What follows belongs to an exercise in optimizing a design on an open flow for small area, a short achievable clock period and few clock cycles per item; a production flow would make more cautious choices.
In this exercise RTL edits were held to simulation tests only and were not proved equivalent to the original.
Power is estimated from default activity; no workload was simulated.

## run 1
// MD5
module MD5(
    input wire clk,
    input wire reset_n,
    input wire cs,
    input wire we,
    input wire [7:0] address,
    input wire [31:0] write_data,
    output wire [31:0] read_data
);
Size in the first run: about 6500 cells after synthesis, about 48000 µm² of cells after synthesis.
Settings: LEC_CHECK=0, ABC_AREA=1, CAP_MARGIN=20, CORE_MARGIN=2, CORE_UTILIZATION=40, CTS_CLUSTER_DIAMETER=220, CTS_CLUSTER_SIZE=18, SETUP_SLACK_MARGIN=4.0, SLEW_MARGIN=20, SYNTH_HIERARCHICAL=1; clock period 9.0 ns.
standard.sh (not shown) runs the stock make flow with config.mk's settings and CLKGATE_MAP_FILE= SYNTH_SCRIPT=/design/flow/synth_recipe.tcl, a recipe that flattens the netlist after the stock synthesis.
==> flow/flow/run.sh <==
#!/bin/bash
# The standard layout (the standard.sh), with one change to synthesis: Yosys does not map
# adders to the library's full/half-adder cells (ADDER_MAP_FILE is empty), so ABC maps the
# adders' logic together with the rest. Registers are mapped exactly as in the standard synthesis.
# make's full output goes to flow_make.log; ORFS keeps each step's log under orfs/logs/.
set -euo pipefail
bash standard.sh ADDER_MAP_FILE= finish > flow_make.log 2>&1
Run 1 was carried through to the last stage, and its layout satisfied the timing, DRC and antenna checks.
Testbench counts of run 1, summed over its fixed seeds: cycles 13,695, blocks 192.
For run 2, these inputs were changed with respect to run 1:
diff --git a/flow/config.mk b/flow/config.mk
--- a/flow/config.mk
+++ b/flow/config.mk
@@ -10,7 +10,7 @@
 export CORE_MARGIN = 2
 export CORE_UTILIZATION = 40
-export CTS_CLUSTER_DIAMETER = 220
-export CTS_CLUSTER_SIZE = 18
-export SETUP_SLACK_MARGIN = 4.0
+export CTS_CLUSTER_DIAMETER = 250
+export CTS_CLUSTER_SIZE = 16
+export SETUP_SLACK_MARGIN = 4.1
 export SLEW_MARGIN = 20
 export SYNTH_HIERARCHICAL = 1
--- outcome ---
- Note that the number of gates given a new drive strength after cts recorded for run 1 amounts to 0.823 times the value seen in run 2.
- Wire length was lower in the run labelled run 1.
- The sequential cell area was comparable across run 1 and run 2.
- The highest metal layer used by the detailed router comes out met4 in one run and met5 in the other, namely in run 1 and run 2 respectively.
- [compare] base=run 1 new=run 2: sequential fraction of total cell area decreased by 0.57 points relative to the old numbers, amount of wire on met3 after detailed routing increased by about 5% relative to the old numbers, final period utilization decreased by 0.78 points relative to the old numbers.
Input changes introduced in run 3 (baseline for comparison: run 2):
diff --git a/flow/config.mk b/flow/config.mk
--- a/flow/config.mk
+++ b/flow/config.mk
@@ -10,7 +10,5 @@
 export CORE_MARGIN = 2
 export CORE_UTILIZATION = 40
-export CTS_CLUSTER_DIAMETER = 250
-export CTS_CLUSTER_SIZE = 16
-export SETUP_SLACK_MARGIN = 4.1
+export SETUP_SLACK_MARGIN = 3.7
 export SLEW_MARGIN = 20
 export SYNTH_HIERARCHICAL = 1
Findings:
- Relative to run 2, clock transition at the registers of the reported paths has gone down in run 3.
- Run 3 ended up with read_data[10] as its endpoint of the most critical setup path; run 2 ended up with read_data[8].
- The global-route usage over all layers reported for run 3 is smaller than that of run 2 by 0.23 points.
- Side by side, clock share of power turned out higher in run 3 than in run 2.
- Fmax (higher): run 2
- Run 2 → run 3: count of clock-buffer cells in the layout saw an increase, global-route wire length before repair saw a decrease, routed length per instance saw a decrease.
#### Input delta (run 4 over run 3)
==> flow/flow/run.sh <==
#!/bin/bash
# The standard layout (the standard.sh) with two changes to synthesis:
# - Yosys does not map adders to the library's full/half-adder cells
#   (ADDER_MAP_FILE is empty), so ABC maps the adders' logic with the rest;
# - flow/synth.tcl runs synth_recipe.tcl with ABC mapping MD5_core with
#   flow/core_abc.script.
# Registers are mapped exactly as in the standard synthesis.
# make's full output goes to flow_make.log; ORFS keeps each step's log under orfs/logs/.
set -euo pipefail
bash standard.sh ADDER_MAP_FILE= SYNTH_SCRIPT="$PWD/flow/synth.tcl" finish > flow_make.log 2>&1
==> flow/flow/core_abc.script (new file) <==
strash
dc2
dch
map -B 0.9
topo
stime -c
buffer -c
upsize -c
dnsize -c
==> flow/flow/synth.tcl (new file) <==
# The standard flow's synthesis (synth_recipe.tcl, run unchanged), with one change: ABC maps
# the module MD5_core with the script core_abc.script (logic rewriting for area
# with dc2 before the mapping of ORFS's area script). Every other module is
# mapped with the script that the flow settings choose. ABC maps only
# combinational logic; registers are mapped by synth.tcl as in the standard
# synthesis.
set flow_dir [file dirname [file normalize [info script]]]
proc abc {args} {
  global flow_dir
  set i [lsearch -exact $args -script]
  set core [lreplace $args [expr {$i + 1}] [expr {$i + 1}] $flow_dir/core_abc.script]
  yosys abc {*}$core MD5_core
  yosys abc {*}$args * MD5_core %d
}
source [file dirname $flow_dir]/synth_recipe.tcl
diff --git a/flow/config.mk b/flow/config.mk
--- a/flow/config.mk
+++ b/flow/config.mk
@@ -10,5 +10,7 @@
 export CORE_MARGIN = 2
 export CORE_UTILIZATION = 40
-export SETUP_SLACK_MARGIN = 3.7
+export CTS_CLUSTER_DIAMETER = 250
+export CTS_CLUSTER_SIZE = 16
+export SETUP_SLACK_MARGIN = 4.0
 export SLEW_MARGIN = 20
 export SYNTH_HIERARCHICAL = 1
[summary]
Run 4: global placer's final weighted congestion is about 3.7% lower than what run 3 reported.
Of run 4 and run 3, it is run 4 that has the lower fraction of area in clock buffers and inverters.
Of run 4 and run 3, it is run 4 that has the lower number of fillers in the final layout.
The clock power share number comes out lower for run 4 vs run 3.
Fraction of area in multi-input gates, run 3 and run 4: lower on run 4
Setup WNS run 3 -> run 4: worse
| number of clock buffers in the layout | run 4 vs run 3 | 28% lower |
Run 4 -> run 3: initial core utilization flat
Routed wire length (run 3 / run 4): 1.11
Compared with run 3, in run 4 non-clock buffer count increased about 200%; number of instances in the synthesized netlist decreased 1113.

-- static timing again, ports no longer ideal --
The results above use ideal ports. As a check the final layouts listed here were re-extracted and re-timed, cells and wires unchanged. Step 1, drivers: a clkbuf_16 drives clk and a buf_2 each remaining input, both assumed. Step 2 adds t to the input delays and takes it off the output delays; t is the mean of the earliest and latest rising clock arrival at the registers after step 1. Input paths then give back, and output paths get back, about the clock's delay inside the block. Slacks: ideal / step 1 / step 2; pairs: ideal / step 1.
| run | t (ns) | setup WS [ns] | hold slack, ns | worst slew at a driven data input, ns |
|---|---|---|---|---|
| run 1 | 0.764 | 4.088 / 4.056 / 3.523 | 0.487 / 0.487 / 0.487 | 0.16 |
| run 2 | 0.770 | 4.158 / 4.118 / 3.544 | 0.471 / 0.471 / 0.471 | 0.16 |
| run 3 | 0.746 | 3.733 / 3.711 / 3.080 | 0.483 / 0.483 / 0.483 | 0.15 |
| run 4 | 0.754 | 2.098 / 2.098 / 1.735 | 0.475 / 0.475 / 0.475 | 0.12 |
After both steps every run listed still meets setup and hold. The setup slack of run 3, which loses most, moves by -0.022 ns with the drivers and by -0.653 ns with both steps.
